What follows belongs to an exercise in optimizing a design on an open flow for small area; a production flow would make more cautious choices.
RTL that was checked went through simulation tests only; none was proved equivalent to the original.
Power figures rest on the tool's default switching activity, not on a simulated workload.

build 19:
Design HandwashSensor, start of the top module:
module HandwashSensor(
    input clk,
    input reset,
    input acceptLeftHandDistance,
    input [15:0] leftHandDistance,
    input acceptLeftHandGain,
    input [7:0] leftHandGain,
    input acceptRightHandDistance,
    input [15:0] rightHandDistance,
    input acceptRightHandGain,
    input [7:0] rightHandGain,
    output waterOn
);
export LEC_CHECK = 0
export CAP_MARGIN = 20
export CORE_MARGIN = 2
export CORE_UTILIZATION = 40
export SLEW_MARGIN = 20
create_clock -name core_clock -period 7.0 [get_ports {clk}]
standard.sh (not shown) runs the stock make flow with config.mk's settings and CLKGATE_MAP_FILE= SYNTH_SCRIPT=/design/flow/synth_recipe.tcl, a recipe that flattens the netlist after the stock synthesis.
==> flow/flow/run.sh <==
#!/bin/bash
# Own layout flow: the standard synthesis, then its combinational logic
# is rebuilt as an explicit gate netlist (flow/mulgen.py, same adder tree as
# the RTL, with inverted partial products so the full adders chain without
# inverters), then the standard layout steps from floorplan to finish.
set -euo pipefail
K=14
RES=orfs/results/${FLOW_PLATFORM}/HandwashSensor/base
LIB=${FLOW_HOME}/platforms/${FLOW_PLATFORM}/lib/sky130_fd_sc_hd__tt_025C_1v80.lib
YOSYS=$(command -v yosys || echo "${FLOW_HOME}/../tools/install/yosys/bin/yosys")

bash standard.sh synth > 1_standard_synth.log 2>&1
cp "$RES/1_2_yosys.v" standard_netlist.v
python3 flow/mulgen.py net "$K" standard_netlist.v net_pre.v > 2_mulgen.log 2>&1
MAP_LIB="$LIB" MAP_IN=net_pre.v MAP_TOP="$FLOW_TOP" MAP_OUT=net_post.v \
  "$YOSYS" -c flow/map.ys.tcl > 3_map_yosys.log 2>&1
cp net_post.v "$RES/1_2_yosys.v"
rm -f "$RES/1_synth.odb" "$RES/1_synth.sdc"
bash standard.sh finish \
  "BUFFER_PORTS_ARGS=-buffer_cell sky130_fd_sc_hd__buf_1" > 4_layout.log 2>&1
Other scripts of this flow, unchanged in this note and not shown: flow/flow/map.ys.tcl, flow/flow/mulgen.py
For build 97, these inputs were changed with respect to build 19:
-- flow/flow/run.sh --
<<< build 19, line 19
bash standard.sh finish \
  "BUFFER_PORTS_ARGS=-buffer_cell sky130_fd_sc_hd__buf_1" > 4_layout.log 2>&1
>>> build 97, line 19
bash standard.sh finish \
  "BUFFER_PORTS_ARGS=-buffer_cell sky130_fd_sc_hd__buf_1" \
  "CTS_ARGS=-sink_clustering_enable -repair_clock_nets -dont_use_dummy_load -buf_list sky130_fd_sc_hd__clkbuf_4 sky130_fd_sc_hd__clkbuf_8" \
  > 4_layout.log 2>&1
-- flow/config.mk --
<<< build 19, line 10
export CORE_UTILIZATION = 40
export SLEW_MARGIN = 20
>>> build 97, line 10
export CORE_UTILIZATION = 40
export GPL_TIMING_DRIVEN = 0
export SLEW_MARGIN = 20
[summary]
Build 97: it failed with a tool error in clock tree synthesis, so there are no final results. Area after synthesis: build 97 vs build 19 — no meaningful difference. Half-perimeter wire length of the detailed placement result down 1.1 mm in build 97 wrt build 19. Comparing build 19 against build 97, there is no change at all in synthesized instance count. There was hardly any difference in initial core utilization between build 97 and build 19. Going from build 19 to build 97, last weighted congestion value of the routability-driven placer shrinks by about 2.3%. Build 97 vs build 19, area of placed instances went down by 260 um^2.
Inputs modified between build 97 and build 24:
-- flow/flow/run.sh --
<<< build 97, line 19
bash standard.sh finish \
  "BUFFER_PORTS_ARGS=-buffer_cell sky130_fd_sc_hd__buf_1" \
  "CTS_ARGS=-sink_clustering_enable -repair_clock_nets -dont_use_dummy_load -buf_list sky130_fd_sc_hd__clkbuf_4 sky130_fd_sc_hd__clkbuf_8" \
  > 4_layout.log 2>&1
>>> build 24, line 19
bash standard.sh finish \
  "BUFFER_PORTS_ARGS=-buffer_cell sky130_fd_sc_hd__buf_1" > 4_layout.log 2>&1
==> comparison <==
Reported for build 97 and build 24, number of nets produced by synthesis turned out identical to the last digit. Taking build 97 as the reference, in build 24 number of cells produced by synthesis roughly the same; total number of placement rows flat. Comparing build 97 and build 24, the one run not ending clean was build 97.
Relative to build 24, the following input files were edited for build 53:
-- flow/flow/run.sh --
<<< build 24, line 19
bash standard.sh finish \
  "BUFFER_PORTS_ARGS=-buffer_cell sky130_fd_sc_hd__buf_1" > 4_layout.log 2>&1
>>> build 53, line 19
bash standard.sh finish \
  "BUFFER_PORTS_ARGS=-buffer_cell sky130_fd_sc_hd__buf_1" \
  "CTS_ARGS=-sink_clustering_enable -repair_clock_nets -dont_use_dummy_load -buf_list {sky130_fd_sc_hd__clkbuf_4 sky130_fd_sc_hd__clkbuf_8}" \
  > 4_layout.log 2>&1
### Flow results
- Status: average via count per standard cell parity (build 24, build 53)
- Via count of the routed design: build 53 vs build 24, no meaningful difference
- Going from build 24 to build 53, the amount of wire on met2 after detailed routing was found to have gone down by 1.0%.
No run of this note included a check of the RTL's function; only the layout flow was run.

* * *

## build 74
Another version of the RTL of HandwashSensor (not shown whole).
Size: roughly 7100 um^2 of cells after synthesis.
export LEC_CHECK = 0
export CAP_MARGIN = 20
export CORE_MARGIN = 2
export CORE_UTILIZATION = 40
export GPL_TIMING_DRIVEN = 0
export SLEW_MARGIN = 20
create_clock -name core_clock -period 7.0 [get_ports {clk}]
==> flow/flow/run.sh <==
#!/bin/bash
# Own layout flow: the standard synthesis, then its combinational logic
# is rebuilt as an explicit gate netlist (flow/mulgen.py: the same adder
# tree as the RTL, with inverted partial products so the full adders chain
# without inverters, and carry-selected test flags), then the standard
# layout steps from floorplan to finish, with buf_1 port buffers and a
# clock tree of clkbuf_4/clkbuf_8 without dummy loads.
set -euo pipefail
BOUNDS=11,16
RES=orfs/results/${FLOW_PLATFORM}/HandwashSensor/base
LIB=${FLOW_HOME}/platforms/${FLOW_PLATFORM}/lib/sky130_fd_sc_hd__tt_025C_1v80.lib
YOSYS=$(command -v yosys || echo "${FLOW_HOME}/../tools/install/yosys/bin/yosys")

bash standard.sh synth > 1_standard_synth.log 2>&1
cp "$RES/1_2_yosys.v" standard_netlist.v
python3 flow/mulgen.py net "$BOUNDS" standard_netlist.v net_pre.v > 2_mulgen.log 2>&1
MAP_LIB="$LIB" MAP_IN=net_pre.v MAP_TOP="$FLOW_TOP" MAP_OUT=net_post.v \
  "$YOSYS" -c flow/map.ys.tcl > 3_map_yosys.log 2>&1
cp net_post.v "$RES/1_2_yosys.v"
rm -f "$RES/1_synth.odb" "$RES/1_synth.sdc"
bash standard.sh finish \
  "BUFFER_PORTS_ARGS=-buffer_cell sky130_fd_sc_hd__buf_1" \
  "CTS_ARGS=-sink_clustering_enable -repair_clock_nets -dont_use_dummy_load -sink_clustering_size 25 -sink_clustering_max_diameter 150 -buf_list {sky130_fd_sc_hd__clkbuf_8}" \
  > 4_layout.log 2>&1
Other scripts of this flow, unchanged in this note and not shown: flow/flow/map.ys.tcl, flow/flow/mulgen.py
Setup changes, build 74 to build 41
-- flow/flow/run.sh --
<<< build 74, line 23
  "CTS_ARGS=-sink_clustering_enable -repair_clock_nets -dont_use_dummy_load -sink_clustering_size 25 -sink_clustering_max_diameter 150 -buf_list {sky130_fd_sc_hd__clkbuf_8}" \
>>> build 41, line 23
  "CTS_ARGS=-sink_clustering_enable -repair_clock_nets -dont_use_dummy_load -sink_clustering_size 50 -sink_clustering_max_diameter 300 -buf_list {sky130_fd_sc_hd__clkbuf_16}" \
Results
On final max-slew violation count, build 41 and build 74 are neck and neck.
Comparing build 41 against build 74, there is no change at all in number of nets in the final layout.
Final design utilization came out higher on build 41 than on build 74.
In terms of first-pass GRT wire length, build 74 and build 41 differ only marginally.
Build 74 and build 41 ended up with roughly the same upper clock frequency limit.
Going from build 74 to build 41, total power grew by a little under 10%.
On total vias in the final route, build 41 tracks build 74 almost exactly.
Looking at power density relative to cell area, build 41 sits 8.3% higher than build 74 does.
~same largest net degree at the start of global routing in build 41 and build 74
Build 41: relative contribution of the clock network to total power 6.5 points above build 74
Routed wire length of build 41 is on par with build 74.
### build 41 -> build 34
-- flow/flow/run.sh --
<<< build 41, line 23
  "CTS_ARGS=-sink_clustering_enable -repair_clock_nets -dont_use_dummy_load -sink_clustering_size 50 -sink_clustering_max_diameter 300 -buf_list {sky130_fd_sc_hd__clkbuf_16}" \
>>> build 34, line 23
  "CTS_ARGS=-sink_clustering_enable -repair_clock_nets -dont_use_dummy_load -buf_list {sky130_fd_sc_hd__clkbuf_4 sky130_fd_sc_hd__clkbuf_8}" \
### Flow results
Build 34 against build 41: share of the cycle needed by the critical path after routing shows no meaningful change, utilization shows a reduction of 0.32 points, DRC marker count from the first detailed-route iteration shows an increase of 39. Compared with build 41, build 34 has extra setup slack. Comparing build 34 with build 41, the wire length reported by the detailed router came out essentially unchanged. Against build 41, total design power in build 34 fell by a little under 10%.

==> static timing again, ports no longer ideal <==
The flow's constraints put no driver on any port. The routed layouts listed below were extracted and timed again, unchanged, in two steps. Step 1 sets driving cells, clkbuf_16 on the clock port and buf_2 on the other inputs (assumed; they add their load-dependent delay and slew). Step 2 moves the port delays by t, midway between the first and last clock arrival at a register: inputs arrive t later, outputs are due t later. That takes back most of the time a late clock gives input paths. Slacks: ideal / step 1 / step 2; pairs: ideal / step 1.
| run | t (ns) | setup slack, ns | worst setup path at the end | clock arrival spread, ns |
|---|---|---|---|---|
| build 19 | 0.335 | 0.248 / 0.248 / 0.248 | register to register | 0.009 / 0.008 |
| build 24 | 0.342 | 0.277 / 0.277 / 0.277 | register to register | 0.010 / 0.010 |
| build 53 | 0.341 | 0.259 / 0.259 / 0.259 | register to register | 0.023 / 0.023 |
| build 74 | 0.353 | 0.259 / 0.259 / 0.259 | register to register | 0.018 / 0.018 |
| build 41 | 0.334 | 0.255 / 0.255 / 0.255 | register to register | 0.015 / 0.015 |
| build 34 | 0.353 | 0.259 / 0.259 / 0.259 | register to register | 0.018 / 0.018 |
After both steps setup and hold are still met in every run listed.
